This design comes from an exercise in tuning for small area and a short achievable clock period on the open sky130 flow, not from production work. Only simulation tests tie the RTL to the original design; equivalence was not proved. No activity file was given, so power comes from the tool's default toggle rates.

File: flow/run.sh
#!/bin/bash
# synth_recipe.tcl (not shown) runs the flow's synth.tcl, then flattens the netlist and writes it again
# the make line also repeats each setting of config.mk as NAME=value (left out here)
make -C /OpenROAD-flow-scripts/flow DESIGN_CONFIG=/design/flow/config.mk WORK_HOME=/design/flow/orfs CLKGATE_MAP_FILE= SYNTH_SCRIPT=/design/flow/synth_recipe.tcl finish
File: flow/config.mk
export PLATFORM = sky130hd
export DESIGN_NAME = mips_pipeline
export DESIGN_NICKNAME = mips_pipeline
export VERILOG_FILES = /design/flow/design.v
export SDC_FILE = /design/flow/constraint.sdc
export NUM_CORES = 4
export LEC_CHECK = 0
export CAP_MARGIN = 20
export CORE_MARGIN = 2
export CORE_UTILIZATION = 40
export PLACE_DENSITY = 0.6
export SLEW_MARGIN = 20
File: flow/constraint.sdc
create_clock -name core_clock -period 8.0 [get_ports {clk}]
set_input_delay 1.6000 -clock core_clock [delete_from_list [all_inputs] [get_ports {clk}]]
set_output_delay 1.6000 -clock core_clock [all_outputs]
set_load 0.01 [all_outputs]
File: flow/design.v
`timescale 1ns / 1ps
module pl_adder(
    input  logic [31:0] op1,
    input  logic [31:0] op2,
    output logic [31:0] sum
    );
    assign sum = op1 + op2;
endmodule
`timescale 1ns / 1ps
module pl_alu(
    input  logic [31:0] op1,
    input  logic [31:0] op2,
    input  logic [3:0]  alu_control,
    output logic [31:0] res,
    output logic        zero,
    output logic        overflow
    );
    always_comb begin
        overflow = 1'b0;
        case(alu_control)
            4'b0000: begin  
                res = op1 & op2;
            end
            4'b0001: begin  
                res = op1 | op2;
            end
            4'b0010: begin  
                res = op1 + op2;
                overflow = (op1[31] == op2[31]) && (res[31] != op1[31]);
            end
            4'b0110: begin  
                res = op1 - op2;
                overflow = (op1[31] != op2[31]) && (res[31] == op2[31]);
            end
            default: begin
                res = 32'd0;
            end
        endcase
    end
    assign zero = (res == 32'd0);
endmodule
`timescale 1ns / 1ps
module pl_alu_control(
    input  logic [5:0] funct,
    input  logic [1:0] alu_op,
    output logic [3:0] alu_control,
    output logic       undefined_instr
    );
    always_comb begin
        alu_control = 4'b1111;
        undefined_instr = 1'b0;
        case(alu_op)
            2'b00: begin
                alu_control = 4'b0010;
            end
            2'b01: begin
                alu_control = 4'b0110;
            end
            2'b10: begin
                case(funct)
                    6'b100000:  
                        alu_control = 4'b0010;
                    6'b100010:  
                        alu_control = 4'b0110;
                    6'b100100:  
                        alu_control = 4'b0000;
                    6'b100101:  
                        alu_control = 4'b0001;
                    default: begin
                        undefined_instr = 1'b1;
                    end
                endcase
            end
            default: begin
            end
        endcase
    end   
endmodule
`timescale 1ns / 1ps
module pl_branch_control(
    input  logic zero,
    input  logic branch_eq,
    input  logic branch_ne,
    output logic pc_src
    );
    assign pc_src = (zero & branch_eq) | (~zero & branch_ne);
endmodule
`timescale 1ns / 1ps
module pl_branch_prediction(
    input  logic clk,
    input  logic reset,
    input  logic enable,
    input  logic is_branch_instruction,
    input  logic branch_taken_actual,  
    output logic predicted_taken      
);
    typedef enum logic [1:0] {
        SNT = 2'b00,  
        WNT = 2'b01,  
        WT  = 2'b10,  
        ST  = 2'b11   
    } state_t;
    state_t current_state, next_state;
    always_comb begin
        case (current_state)
            SNT: next_state = branch_taken_actual ? WNT : SNT;
            WNT: next_state = branch_taken_actual ? WT  : SNT;
            WT:  next_state = branch_taken_actual ? ST  : WNT;
            ST:  next_state = branch_taken_actual ? ST  : WT;
            default: next_state = SNT;
        endcase
    end
    always_ff @(posedge clk) begin
        if (reset)
            current_state <= SNT;
        else if (enable && is_branch_instruction)
            current_state <= next_state;
    end
    always_comb begin
        case (current_state)
            SNT, WNT: predicted_taken = 0;
            WT,  ST:  predicted_taken = 1;
        endcase
    end
endmodule
`timescale 1ns / 1ps
module pl_control(
    input  logic [5:0] opcode,
    input  logic       nop,
    output logic       jump,
    output logic       branch_eq,
    output logic       branch_ne,
    output logic       alu_src,
    output logic       mem_write,
    output logic       mem_read,
    output logic [1:0] alu_op,
    output logic       mem_to_reg,
    output logic       reg_write,
    output logic       reg_dst,
    output logic       undefined_instr
    );
    always_comb begin
        jump = 1'b0;
        branch_eq = 1'b0;
        branch_ne = 1'b0;
        alu_src = 1'b0;
        mem_write = 1'b0;
        mem_read = 1'b0;
        alu_op = 2'b11;
        mem_to_reg = 1'b0;
        reg_write = 1'b0;
        reg_dst = 1'b0;
        undefined_instr = 1'b0;
        if (nop) begin
        end else
        case(opcode)
            6'b000000: begin
                reg_dst   = 1'b1;
                reg_write = 1'b1;
                alu_op    = 2'b10;
            end
            6'b100011: begin
                alu_src    = 1'b1;
                mem_to_reg = 1'b1;
                reg_write  = 1'b1;
                mem_read   = 1'b1;
                alu_op     = 2'b00;
            end
            6'b101011: begin
                alu_src   = 1'b1;
                mem_write = 1'b1;
                alu_op    = 2'b00;
            end
            6'b001000: begin
                reg_write = 1'b1;
                alu_src   = 1'b1;
                alu_op    = 2'b00;
            end
            6'b000100: begin
                branch_eq = 1'b1;
                alu_op = 2'b01;
            end
            6'b000101: begin
                branch_ne = 1'b1;
                alu_op = 2'b01;
            end
            6'b000010 : begin
                jump = 1'b1;
            end
            default:begin
                undefined_instr = 1'b1;
            end
        endcase
    end
endmodule
`timescale 1ns / 1ps
module pl_exception_control(
    input  logic        clk,
    input  logic        reset,
    input  logic        enable,
    input  logic        control_undefined_instr,
    input  logic        alu_control_undefined_instr,
    input  logic        overflow,
    input  logic [31:0] pc_current,
    output logic        undefined_instr,
    output logic [31:0] exception_vector,
    output logic        write_epc,
    output logic [31:0] epc_reg
);
    assign undefined_instr = control_undefined_instr | alu_control_undefined_instr;
    assign exception_vector = undefined_instr ? 32'h80000000 :
                              overflow        ? 32'h80000180 :
                              32'h0;
    assign write_epc = undefined_instr || overflow;
    always_ff @(posedge clk) begin
        if (reset) begin
            epc_reg <= 32'h0;
        end else if (enable && write_epc) begin
            epc_reg <= pc_current;
        end
    end
endmodule
`timescale 1ns / 1ps
module pl_forwarding_control(
    input  logic [4:0] ID_EX_rs,
    input  logic [4:0] ID_EX_rt,
    input  logic [4:0] EX_MEM_rd,
    input  logic [4:0] MEM_WB_rd,
    input  logic       EX_MEM_reg_write,
    input  logic       MEM_WB_reg_write,
    output logic [1:0] forward_a,
    output logic [1:0] forward_b,
    output logic [1:0] forward_store_data
);
    always_comb begin
        if (EX_MEM_reg_write && (EX_MEM_rd != 0) && (EX_MEM_rd == ID_EX_rs)) begin
            forward_a = 2'b10;
        end else if (MEM_WB_reg_write && (MEM_WB_rd != 0) && (MEM_WB_rd == ID_EX_rs)) begin
            forward_a = 2'b01;
        end else begin
            forward_a = 2'b00;
        end
        if (EX_MEM_reg_write && (EX_MEM_rd != 0) && (EX_MEM_rd == ID_EX_rt)) begin
            forward_b = 2'b10;
        end else if (MEM_WB_reg_write && (MEM_WB_rd != 0) && (MEM_WB_rd == ID_EX_rt)) begin
            forward_b = 2'b01;
        end else begin
            forward_b = 2'b00;
        end
        if (EX_MEM_reg_write && (EX_MEM_rd != 0) && (EX_MEM_rd == ID_EX_rt)) begin
            forward_store_data = 2'b10;
        end else if (MEM_WB_reg_write && (MEM_WB_rd != 0) && (MEM_WB_rd == ID_EX_rt)) begin
            forward_store_data = 2'b01;
        end else begin
            forward_store_data = 2'b00;
        end
    end
endmodule
`timescale 1ns / 1ps
module pl_hazard_detection(
   input logic [31:0] instr,
   input logic        ID_EX_mem_read,
   input logic [4:0]  ID_EX_rt,
   output logic       nop,
   output logic       pc_write,
   output logic       IF_ID_write
);
    always_comb begin
       if(ID_EX_mem_read && (ID_EX_rt == instr[25:21] || ID_EX_rt == instr[20:16])) begin
           nop = 1'b1;
           pc_write = 1'b0;
           IF_ID_write = 1'b0;
       end else begin
           nop = 1'b0;
           pc_write = 1'b1;
           IF_ID_write = 1'b1;
       end
    end
endmodule
`timescale 1ns / 1ps
module pl_mux2 #(parameter N = 32)(
    input  logic [N-1:0] a, b,
    input  logic        sel,
    output logic [N-1:0] out
    );
    assign out = (sel == 0) ? a :
                 (sel == 1) ? b : 32'hx;
endmodule
`timescale 1ns / 1ps
module pl_mux3 (
    input logic [31:0] a, b, c,
    input logic [1:0] sel,
    output logic [31:0] out
);
    assign out = (sel == 2'b00) ? a :
                 (sel == 2'b01) ? b :
                 (sel == 2'b10) ? c : a;
endmodule
`timescale 1ns / 1ps
module pl_pipe_reg #(parameter W = 32) (
    input  logic [W-1:0] in,
    input  logic         clk, 
    input  logic         reset, 
    input  logic         enable,
    input  logic         flush,
    output logic [W-1:0] out
);
  always_ff @(posedge clk) begin
    if (reset || flush)
      out <= '0;
    else if (enable)
      out <= in;
  end
endmodule
`timescale 1ns / 1ps
module pl_program_counter(
    input  logic [31:0] in,
    input  logic        clk,
    input  logic        reset,
    input  logic        enable,
    output logic [31:0] out
    );
    always_ff @(posedge clk) begin
        if(reset) begin
            out <= 32'd0;
        end
        else if (enable) begin
            out <= in;
        end
    end
endmodule
`timescale 1ns / 1ps
module pl_reg_file(
    input  logic [4:0]  read_reg_1,
    input  logic [4:0]  read_reg_2,
    input  logic [4:0]  write_reg,
    input  logic [31:0] write_data,
    input  logic        reg_write,
    input  logic        clk,
    input  logic        reset,
    input  logic        enable,
    output logic [31:0] read_data_1,
    output logic [31:0] read_data_2
    );
    logic [31:0] registers [0:31];
    always_comb begin
        read_data_1 = (reg_write && (write_reg == read_reg_1) && (write_reg != 0)) 
                  ? write_data 
                  : registers[read_reg_1];
        read_data_2 = (reg_write && (write_reg == read_reg_2) && (write_reg != 0)) 
                  ? write_data 
                  : registers[read_reg_2];
    end
    always_ff @(posedge clk) begin
        if (reset) begin
            for (int i = 0; i < 32; i = i + 1)
                registers[i] <= 32'd0;
        end else if (enable && reg_write) begin
            if (write_reg != 5'd0)
                registers[write_reg] <= write_data;
        end
    end
endmodule
`timescale 1ns / 1ps
module pl_shift_left_2 #(parameter IN = 32, parameter OUT = 32)(
    input  logic [IN-1:0] in,
    output logic [OUT-1:0] out
    );
    assign out = in << 2;
endmodule
`timescale 1ns / 1ps
module pl_sign_extend(
    input  logic [15:0] in,
    output logic [31:0] out
    );
    assign out = {{16{in[15]}}, in};
endmodule
`timescale 1ns / 1ps
module mips_pipeline(
    input  logic        clk,
    input  logic        reset,
    input  logic        enable,
    output logic [31:0] imem_addr,
    input  logic [31:0] imem_rdata,
    output logic [31:0] dmem_addr,
    output logic [31:0] dmem_wdata,
    output logic        dmem_we,
    output logic        dmem_re,
    input  logic [31:0] dmem_rdata,
    output logic        exception,
    output logic [31:0] epc
    );
    typedef struct packed {
        logic [31:0] pc_current;
        logic [31:0] pc_plus_4;
        logic [31:0] instr;
        logic        predicted_taken;
        logic [31:0] predicted_target;
    } IF_ID_t;
    typedef struct packed {
        logic [31:0] pc_current;
        logic [31:0] pc_plus_4;
        logic [31:0] instr;
        logic [31:0] reg_file_read_data;
        logic [31:0] instr_extend;
        logic [27:0] instr_shift;
        logic [31:0] alu_op1;
        logic [3:0]  alu_control_input;
        logic        alu_src;
        logic        mem_read;
        logic        mem_write;
        logic        mem_to_reg;
        logic        reg_write;
        logic        reg_dst;
        logic        branch_eq;
        logic        branch_ne;
        logic        jump;
        logic        control_undefined_instr;
        logic        alu_control_undefined_instr;
        logic        predicted_taken;
        logic [31:0] predicted_target;
    } ID_EX_t;
    typedef struct packed {
        logic [31:0] pc_current;
        logic [31:0] pc_plus_4;
        logic [31:0] branch_target_address;
        logic [31:0] alu_res;
        logic [31:0] reg_file_read_data;
        logic [4:0]  write_reg;
        logic        zero;
        logic        branch_eq;
        logic        branch_ne;
        logic        jump;
        logic        mem_read;
        logic        mem_write;
        logic        mem_to_reg;
        logic        reg_write;
        logic        control_undefined_instr;
        logic        alu_control_undefined_instr;
        logic        overflow;
        logic        predicted_taken;
        logic [31:0] predicted_target;
    } EX_MEM_t;
    typedef struct packed {
        logic [31:0] pc_current;
        logic [31:0] alu_res;
        logic [31:0] data_memory_read_data;
        logic [4:0]  write_reg;
        logic        mem_to_reg;
        logic        reg_write;
        logic        control_undefined_instr;
        logic        alu_control_undefined_instr;
        logic        overflow;
    } MEM_WB_t;
    IF_ID_t IF_ID_in, IF_ID_out;
    ID_EX_t ID_EX_in, ID_EX_out;
    EX_MEM_t EX_MEM_in, EX_MEM_out;
    MEM_WB_t MEM_WB_in, MEM_WB_out;
    logic [31:0] pc_next;
    logic [31:0] instr_extend_shift;
    logic [31:0] write_data;
    logic [31:0] alu_op1;
    logic [31:0] alu_op2;
    logic [31:0] branch_or_plus4_address;
    logic [31:0] branch_or_plus4_address_or_jump;
    logic [1:0]  control_alu_op;
    logic        pc_src;
    logic        branch_flush;
    logic        nop;
    logic        pc_write;
    logic        IF_ID_write;
    logic        reg_write;
    logic        control_undefined_instr;
    logic        alu_control_undefined_instr;
    logic        undefined_instr;
    logic        overflow;
    logic [31:0] epc_reg; 
    logic        write_epc;
    logic [31:0] exception_vector;
    logic [31:0] predicted_branch_target;
    logic [31:0] branch_predicted_address;
    logic [31:0] branch_correction_address;
    logic        predicted_taken;
    logic        branch_taken_actual;
    logic        branch_mispredicted;
    logic        is_branch_instruction;
    pl_branch_prediction bp_inst(
        .clk(clk),
        .reset(reset),
        .enable(enable),
        .is_branch_instruction(is_branch_instruction),
        .branch_taken_actual(branch_taken_actual),
        .predicted_taken(predicted_taken)
    );
    pl_program_counter pc_inst(
        .in(pc_next),
        .clk(clk),
        .reset(reset),
        .enable(enable && pc_write),
        .out(IF_ID_in.pc_current)
    );
    pl_adder adder_pc(
        .op1(32'd4),
        .op2(IF_ID_in.pc_current),
        .sum(IF_ID_in.pc_plus_4)
    );
    assign imem_addr = IF_ID_in.pc_current;
    assign IF_ID_in.instr = (IF_ID_in.pc_current == 32'h80000000) ? 32'h08000000 :
                            (IF_ID_in.pc_current == 32'h80000180)  ? 32'h08200060 :
                            imem_rdata;
    logic [31:0] if_branch_target;
    logic [31:0] if_branch_target_shifted;
    logic        if_is_branch;
    pl_sign_extend sign_extend_if_branch_target(
        .in(IF_ID_in.instr[15:0]),
        .out(if_branch_target)
    );
    pl_shift_left_2 shift_left_2_if_branch_target(
        .in(if_branch_target),
        .out(if_branch_target_shifted)
    );
    pl_adder adder_if_branch(
        .op1(IF_ID_in.pc_plus_4),
        .op2(if_branch_target_shifted),
        .sum(predicted_branch_target)
    );
    assign if_is_branch = (IF_ID_in.instr[31:26] == 6'b000100) || (IF_ID_in.instr[31:26] == 6'b000101);
    assign IF_ID_in.predicted_taken = predicted_taken && if_is_branch;
    assign IF_ID_in.predicted_target = predicted_branch_target;
    pl_mux2 mux2_pc_prediction(
        .a(IF_ID_in.pc_plus_4),
        .b(IF_ID_in.predicted_target),
        .sel(IF_ID_in.predicted_taken),
        .out(branch_predicted_address)
    );
    assign branch_correction_address = EX_MEM_out.predicted_taken ? EX_MEM_out.pc_plus_4 : EX_MEM_out.branch_target_address;
    pl_mux2 mux2_pc_correction(
        .a(branch_predicted_address),
        .b(branch_correction_address),
        .sel(branch_mispredicted),
        .out(branch_or_plus4_address)
    );
    pl_mux2 mux2_jump(
        .a(branch_or_plus4_address),
        .b({IF_ID_in.pc_plus_4[31:28], ID_EX_in.instr_shift}),
        .sel(ID_EX_in.jump),
        .out(branch_or_plus4_address_or_jump)
    );
    pl_mux2 mux2_exception(
        .a(branch_or_plus4_address_or_jump),
        .b(exception_vector),
        .sel(undefined_instr || MEM_WB_out.overflow),
        .out(pc_next)
    );
    pl_pipe_reg #(.W($bits(IF_ID_in))) reg_IF_ID (
        .in(IF_ID_in),
        .clk(clk),
        .reset(reset),
        .enable(enable && IF_ID_write),
        .flush(branch_flush),
        .out(IF_ID_out)
    );
    pl_hazard_detection hazard_detection_inst(
        .instr(IF_ID_out.instr),
        .ID_EX_mem_read(ID_EX_out.mem_read),
        .ID_EX_rt(ID_EX_out.instr[20:16]),
        .nop(nop),
        .pc_write(pc_write),
        .IF_ID_write(IF_ID_write)
    );
    pl_control control_inst(
        .opcode(IF_ID_out.instr[31:26]),
        .nop(nop),
        .jump(ID_EX_in.jump),
        .branch_eq(ID_EX_in.branch_eq),
        .branch_ne(ID_EX_in.branch_ne),
        .alu_src(ID_EX_in.alu_src),
        .mem_write(ID_EX_in.mem_write),
        .mem_read(ID_EX_in.mem_read),
        .alu_op(control_alu_op),
        .mem_to_reg(ID_EX_in.mem_to_reg),
        .reg_write(ID_EX_in.reg_write),
        .reg_dst(ID_EX_in.reg_dst),
        .undefined_instr(control_undefined_instr)
    );
    pl_alu_control alu_control_inst(
        .funct(IF_ID_out.instr[5:0]),
        .alu_op(control_alu_op),
        .alu_control(ID_EX_in.alu_control_input),
        .undefined_instr(alu_control_undefined_instr)
    );
    pl_reg_file reg_file_inst(
        .read_reg_1(IF_ID_out.instr[25:21]),
        .read_reg_2(IF_ID_out.instr[20:16]),
        .write_reg(MEM_WB_out.write_reg),
        .write_data(write_data),
        .reg_write(MEM_WB_out.reg_write),
        .clk(clk),
        .reset(reset),
        .enable(enable),
        .read_data_1(ID_EX_in.alu_op1),
        .read_data_2(ID_EX_in.reg_file_read_data)
    );
    pl_sign_extend sign_extend_inst(
        .in(IF_ID_out.instr[15:0]),
        .out(ID_EX_in.instr_extend)
    );
    pl_shift_left_2 #(.IN(26), .OUT(28)) shift_instr(
        .in(IF_ID_out.instr[25:0]),
        .out(ID_EX_in.instr_shift)
    );
    assign ID_EX_in.pc_current = IF_ID_out.pc_current;
    assign ID_EX_in.pc_plus_4 = IF_ID_out.pc_plus_4;
    assign ID_EX_in.instr = IF_ID_out.instr;
    assign ID_EX_in.control_undefined_instr = control_undefined_instr;
    assign ID_EX_in.alu_control_undefined_instr = alu_control_undefined_instr && (IF_ID_out.instr != 32'd0);
    assign ID_EX_in.predicted_taken = IF_ID_out.predicted_taken;
    assign ID_EX_in.predicted_target = IF_ID_out.predicted_target;
    pl_pipe_reg #(.W($bits(ID_EX_in))) reg_ID_EX (
        .in(ID_EX_in),
        .clk(clk),
        .reset(reset),
        .enable(enable),
        .flush(branch_flush),
        .out(ID_EX_out)
    );
    logic [1:0] forward_a, forward_b, forward_store_data;
    logic [31:0] alu_op2_src;
    pl_forwarding_control forwarding_control_inst(
        .ID_EX_rs(ID_EX_out.instr[25:21]),
        .ID_EX_rt(ID_EX_out.instr[20:16]),
        .EX_MEM_rd(EX_MEM_out.write_reg),
        .MEM_WB_rd(MEM_WB_out.write_reg),
        .EX_MEM_reg_write(EX_MEM_out.reg_write),
        .MEM_WB_reg_write(MEM_WB_out.reg_write),
        .forward_a(forward_a),
        .forward_b(forward_b),
        .forward_store_data(forward_store_data)
    );
    pl_mux3 mux3_forward_a(
        .a(ID_EX_out.alu_op1),
        .b(write_data),
        .c(EX_MEM_out.alu_res),
        .sel(forward_a),
        .out(alu_op1)
    );
    pl_mux3 mux3_forward_b(
        .a(ID_EX_out.reg_file_read_data),
        .b(write_data),
        .c(EX_MEM_out.alu_res),
        .sel(forward_b),
        .out(alu_op2)
    );
    pl_mux3 mux3_forward_store_data(
        .a(ID_EX_out.reg_file_read_data),
        .b(write_data),
        .c(EX_MEM_out.alu_res),
        .sel(forward_store_data),
        .out(EX_MEM_in.reg_file_read_data)
    );
    pl_shift_left_2 shift_instr_extend(
        .in(ID_EX_out.instr_extend),
        .out(instr_extend_shift)
    );
    pl_adder adder_branch_address(
        .op1(ID_EX_out.pc_plus_4),
        .op2(instr_extend_shift),
        .sum(EX_MEM_in.branch_target_address)
    );
    pl_mux2 #(5) mux2_reg_dst(
        .a(ID_EX_out.instr[20:16]),
        .b(ID_EX_out.instr[15:11]),
        .sel(ID_EX_out.reg_dst),
        .out(EX_MEM_in.write_reg)
    );
    pl_mux2 mux2_alu_src(
        .a(alu_op2),
        .b(ID_EX_out.instr_extend),
        .sel(ID_EX_out.alu_src),
        .out(alu_op2_src)
    );
    pl_alu alu_inst(
        .op1(alu_op1),
        .op2(alu_op2_src),
        .alu_control(ID_EX_out.alu_control_input),
        .res(EX_MEM_in.alu_res),
        .zero(EX_MEM_in.zero),
        .overflow(EX_MEM_in.overflow)
    );
    assign EX_MEM_in.pc_current = ID_EX_out.pc_current;
    assign EX_MEM_in.pc_plus_4 = ID_EX_out.pc_plus_4;
    assign EX_MEM_in.branch_eq = ID_EX_out.branch_eq;
    assign EX_MEM_in.branch_ne = ID_EX_out.branch_ne;
    assign EX_MEM_in.jump = ID_EX_out.jump;
    assign EX_MEM_in.mem_read = ID_EX_out.mem_read;
    assign EX_MEM_in.mem_write = ID_EX_out.mem_write;
    assign EX_MEM_in.mem_to_reg = ID_EX_out.mem_to_reg;
    assign EX_MEM_in.reg_write = ID_EX_out.reg_write;
    assign EX_MEM_in.control_undefined_instr = ID_EX_out.control_undefined_instr;
    assign EX_MEM_in.alu_control_undefined_instr = ID_EX_out.alu_control_undefined_instr;
    assign EX_MEM_in.predicted_taken = ID_EX_out.predicted_taken;
    assign EX_MEM_in.predicted_target = ID_EX_out.predicted_target;
    pl_pipe_reg #(.W($bits(EX_MEM_in))) reg_EX_MEM (
        .in(EX_MEM_in),
        .clk(clk),
        .reset(reset),
        .enable(enable),
        .flush(branch_flush),
        .out(EX_MEM_out)
    );
    assign dmem_addr  = EX_MEM_out.alu_res;
    assign dmem_wdata = EX_MEM_out.reg_file_read_data;
    assign dmem_we    = enable && EX_MEM_out.mem_write;
    assign dmem_re    = EX_MEM_out.mem_read;
    assign MEM_WB_in.data_memory_read_data = dmem_rdata;
    pl_branch_control branch_control_inst(
        .zero(EX_MEM_out.zero),
        .branch_eq(EX_MEM_out.branch_eq),
        .branch_ne(EX_MEM_out.branch_ne),
        .pc_src(pc_src)
    );
    assign is_branch_instruction = EX_MEM_out.branch_eq || EX_MEM_out.branch_ne;
    assign branch_taken_actual = pc_src && is_branch_instruction;
    assign branch_mispredicted = is_branch_instruction && ((EX_MEM_out.predicted_taken && !pc_src) || (!EX_MEM_out.predicted_taken && pc_src)); 
    assign branch_flush = branch_mispredicted;
    assign MEM_WB_in.pc_current = EX_MEM_out.pc_current;
    assign MEM_WB_in.alu_res = EX_MEM_out.alu_res;
    assign MEM_WB_in.write_reg = EX_MEM_out.write_reg;
    assign MEM_WB_in.mem_to_reg = EX_MEM_out.mem_to_reg;
    assign MEM_WB_in.reg_write = EX_MEM_out.reg_write;
    assign MEM_WB_in.control_undefined_instr = EX_MEM_out.control_undefined_instr;
    assign MEM_WB_in.alu_control_undefined_instr = EX_MEM_out.alu_control_undefined_instr;
    assign MEM_WB_in.overflow = EX_MEM_out.overflow;
    pl_pipe_reg #(.W($bits(MEM_WB_in))) reg_MEM_WB (
        .in(MEM_WB_in),
        .clk(clk),
        .reset(reset),
        .enable(enable),
        .flush(1'b0),
        .out(MEM_WB_out)
    );
    pl_mux2 mux2_mem_to_reg(
        .a(MEM_WB_out.alu_res),
        .b(MEM_WB_out.data_memory_read_data),
        .sel(MEM_WB_out.mem_to_reg),
        .out(write_data)
    );
    pl_exception_control exception_control_inst(
        .clk(clk),
        .reset(reset),
        .enable(enable),
        .control_undefined_instr(MEM_WB_out.control_undefined_instr),
        .alu_control_undefined_instr(MEM_WB_out.alu_control_undefined_instr),
        .overflow(MEM_WB_out.overflow),
        .pc_current(MEM_WB_out.pc_current),
        .undefined_instr(undefined_instr),
        .exception_vector(exception_vector),
        .write_epc(write_epc),
        .epc_reg(epc_reg)
    );
    assign exception = write_epc;
    assign epc       = epc_reg;
endmodule
==> impl_metrics.env <==
export IMPL_max_cap_viol_count=0
export IMPL_grt_usage_pct=27.4
export IMPL_clockBufferDepth=3
export IMPL_cts_resized=0
export IMPL_fin_nets=7534
export IMPL_avgSynthCellArea_um2=11.5
export IMPL_cp_max_fo=50
export IMPL_routed_wl_um=305000
export IMPL_status="finished clean"
export IMPL_hold_violations=0
export IMPL_hold_class="flop to flop"
export IMPL_rsz0062_at_grt="no"
export IMPL_cp_arrival_ns=7.56
export IMPL_drive_gt1_share_pct=17.0
export IMPL_clkTransAtPathRegs_ns=0.06
export IMPL_drc=0
export IMPL_cp_slowest_cell="nor3_1"
export IMPL_overflow=0
export IMPL_clock_sinks=1628
export IMPL_fp_dieArea_um2=218000
export IMPL_maxSlewHeadroom_pct=24.2
export IMPL_fin_skew_ns=0.0460
export IMPL_viasPerCell=6.08
export IMPL_critical_path_cell_chain="nor3_1 -> a211o_1 -> nor2_4 -> buf_4 -> nand2_1 -> o21ai_0 -> o21ai_0 -> nor2_1 -> a21o_1 -> ha_1 -> and3_1 -> o2111ai_1 -> a211oi_1 -> o41a_1 -> a22oi_1 -> or3_1 -> a41o_1 -> o21ai_0 -> a21oi_1 -> a211oi_2 -> xnor2_1 -> o22ai_2 -> o31ai_2"
export IMPL_powerDensity_nw_per_um2=217
export IMPL_synthTopCellsByArea="edfxtp_1, mux4_2, dfxtp_1, nor2_1, mux2i_1"
export IMPL_finalMaxSlewViolations=0
export IMPL_cts_tree="built"
export IMPL_largest_register_ffs=1024
export IMPL_path_common_cell="o21ai_0"
export IMPL_clk_latency_ns=0.83
export IMPL_yosysTopAreaCell="edfxtp_1"
export IMPL_gp_congestion=0.920
export IMPL_io_pins=198
export IMPL_tns_ns=0
export IMPL_drt_iter0_drc=8714
export IMPL_die_w_um=467
export IMPL_wl_per_cell_um=29.6
export IMPL_num_vias=62600
export IMPL_cp_required_ns=8.75
export IMPL_cts_buffers=172
export IMPL_start_util_pct=40.1
export IMPL_syn2layout_area_growth_pct=12.1
export IMPL_fin_crit_sh_pct=85.1
export IMPL_fp_row_count=170
export IMPL_tightest_slew_ns=1.13
export IMPL_drt_pass1_iter_count=6
export IMPL_ys_seq_area_share_pct=49.9
export IMPL_p_leak_nw=33.6
export IMPL_r2r_start="reg_MEM_WB.out[8]"
export IMPL_ys_async_sr_fraction_pct=0
export IMPL_netlist_area_leader_share_pct=35.8
export IMPL_syn_inst=7457
export IMPL_hold_start="exception_control_inst.epc_reg[13]"
export IMPL_reg_top3="reg_file_inst.registers x1024, reg_EX_MEM.out x171, reg_ID_EX.out x166"
export IMPL_post_route_min_period_ns=6.81
export IMPL_cts_root_buf="clkbuf_16"
export IMPL_placed_area_um2=90600
export IMPL_ir_worst_vdd_mv=0.179
export IMPL_ys_flop_type="edfxtp_1"
export IMPL_max_freq_ghz=0.147
export IMPL_hpwl_um=189000
export IMPL_final_area_um2=96200
export IMPL_ctsHoldBuffers=0
export IMPL_synth_edf_count=1024
export IMPL_setup_viol=0
export IMPL_critPathLaunchType="flop"
export IMPL_nFillCells=19500
export IMPL_utilization_pct=44.9
export IMPL_antenna_found_initial=8
export IMPL_ys_warn_count=13
export IMPL_critical_path_max_stage_delay_ns=0.83
export IMPL_synth_seq_cells=1628
export IMPL_synth_cell_types=91
export IMPL_netlist_area_um2=85800
export IMPL_startpoint="reg_MEM_WB.out[8]"
export IMPL_cts_setup_buffers=0
export IMPL_htreeDepth=4
export IMPL_worst_setup_path_end_kind="flop"
export IMPL_grt_max_degree=169
export IMPL_grt_pass1_vias=60800
export IMPL_top_register="reg_file_inst.registers"
export IMPL_die_h_um=467
export IMPL_ant_nets=0
export IMPL_grt_pass1_wl_um=435000
export IMPL_core_area_um2=214000
export IMPL_critPathKind="flop to flop"
export IMPL_port_buffers=197
critical path, delay by kind of cell, from the launching register on:
| kind | cells | cell delay, ns |
|---|---|---|
| compound gates | 14 | 3.77 |
| simple gates | 6 | 1.74 |
| flops | 1 | 0.46 |
| fa+ha+maj | 1 | 0.35 |
| buf+inv | 1 | 0.27 |
| xor+xnor | 1 | 0.15 |
cell usage after synthesis, drive strengths merged, types with 41 or more instances:
| cell type | instances |
|---|---|
| a21o | 41 |
| nor3 | 89 |
| a21oi | 270 |
| inv | 157 |
| mux4 | 640 |
| nand2 | 500 |
| nand3 | 67 |
| mux2i | 506 |
| o21ai | 240 |
| dfxtp | 604 |
| a211oi | 89 |
| xnor2 | 96 |
| mux2 | 42 |
| nor2 | 1686 |
| edfxtp | 1024 |
| nand2b | 51 |
| ha | 159 |
| clkbuf | 546 |
| buf | 186 |
cells by family (layout without fill, tap and decap cells):
| logic type | count (synthesis) | in the layout | synth area share, % |
|---|---|---|---|
| adder cells (fa/ha/maj) | 165 | 165 | 2.44 |
| flip-flops | 1628 | 1628 | 49.9 |
| AO/OA/AOI/OAI | 870 | 870 | 6.36 |
| other | 1 | 34 | 0.00437 |
| XOR/XNOR | 136 | 136 | 1.39 |
| multiplexers | 1188 | 1188 | 23.3 |
| AND/OR/NAND/NOR | 2579 | 2579 | 12.3 |
| buffers and inverters | 890 | 854 | 4.33 |
where the power goes:
part           total, mW  internal, mW  switching [mW]
sequential          9.56          9.24           0.325
clock               7.88          4.34            3.53
combinational       3.47          1.39            2.08
worst paths after layout:
check / endpoint / slack, ns / cells after the start
worst min register to register: exception_control_inst.epc_reg[13] / 0.45 / 2
worst max register to register: reg_EX_MEM.out[43] / 1.19 / 23
worst min-delay path: exception_control_inst.epc_reg[13] / 0.45 / 2
worst max-delay path: reg_EX_MEM.out[43] / 1.19 / 23
cells in the final DEF, fill, tap and decap left out, types with 19 or more instances in the layout:
| master | netlist | final |
|---|---|---|
| and2_1 | 26 | 25 |
| mux2i_4 | 0 | 32 |
| dfxtp_1 | 604 | 591 |
| nor4_1 | 23 | 23 |
| o21a_1 | 40 | 40 |
| nor2_1 | 1686 | 1682 |
| a21o_1 | 41 | 41 |
| nand3_1 | 67 | 67 |
| a211oi_1 | 88 | 88 |
| clkdlybuf4s50_1 | 0 | 195 |
| clkinv_1 | 1 | 31 |
| xor2_1 | 40 | 40 |
| mux4_2 | 640 | 640 |
| nand2_1 | 500 | 468 |
| mux2_2 | 42 | 42 |
| nand4_1 | 23 | 23 |
| inv_1 | 157 | 156 |
| a21oi_1 | 270 | 269 |
| nor2b_1 | 24 | 24 |
| nor3_1 | 88 | 86 |
| ha_1 | 159 | 159 |
| clkinv_2 | 0 | 32 |
| clkbuf_16 | 0 | 175 |
| a22oi_1 | 19 | 19 |
| mux2i_1 | 506 | 474 |
| nand2b_4 | 0 | 25 |
| buf_4 | 96 | 163 |
| nand2b_1 | 51 | 19 |
| nand2_2 | 0 | 29 |
| edfxtp_1 | 1024 | 1024 |
| conb_1 | 1 | 32 |
| xnor2_1 | 96 | 96 |
| and3_1 | 20 | 20 |
| clkbuf_1 | 546 | 42 |
| o21ai_0 | 238 | 236 |
metrics by stage:
| stage | total power, mW | std cells | setup WS (ns) | hold WS [ns] |
|---|---|---|---|---|
| global route | 21.5 | 10300 | 0.696 | 0.470 |
| detailed placement | 13.1 | 9964 | 1.31 | 0.443 |
| global placement | 13.1 | 9962 | 1.41 | 0.442 |
| floorplan | 11.9 | 7488 | 2.85 | 0.416 |
| CTS | 20.9 | 10300 | 1.27 | 0.455 |
| finish | 20.9 | 10300 | 1.19 | 0.453 |
layer usage:
metal | track usage (%) | routed length, µm | up-vias
met4 | 9.57 | 11500 | 8
met2 | 43.4 | 140000 | 3780
met1 | 37.3 | 120000 | 31500
met5 | 0 | 55 | -
met3 | 5.93 | 32700 | 617
li1 | - | - | 26700
area by class of cell:
type,instances,area [µm²],share of cell area [%]
clock inverters,86,709,0.738
inverters,158,593,0.617
flip-flops and latches,1628,42900,44.6
clock buffers,236,4780,4.97
multi-input cells,4970,40100,41.7
well taps,2838,3550,3.69
diodes,2,5.00,0.00520
repair buffers,374,3500,3.64

re-timing with driven ports:
Ports are ideal in the flow. The routed layout listed here was re-timed in OpenROAD. Step 1 (the two cells are an assumption about what drives the block):
set clk [get_ports {clk}]
set_driving_cell -lib_cell sky130_fd_sc_hd__clkbuf_16 $clk
set_driving_cell -lib_cell sky130_fd_sc_hd__buf_2 [delete_from_list [all_inputs] $clk]
Step 2 times the ports against the registers' clock, not the clock port: input delays grow and output delays shrink by t, the midpoint of the rising clock arrivals with the driver on. Slacks: no drivers / after step 1 / after step 2; pairs: no drivers / after step 1.
shift t [ns]: 0.905
setup WS [ns]: 1.189 / 1.189 / 1.189
worst register clock-pin slew, ns: 0.07 / 0.07
worst slew at a driven data input, ns: 0.07
After both steps this run still meets setup and hold. The setup slack of this run moves by 0.000 ns with the drivers and by 0.000 ns with both steps.
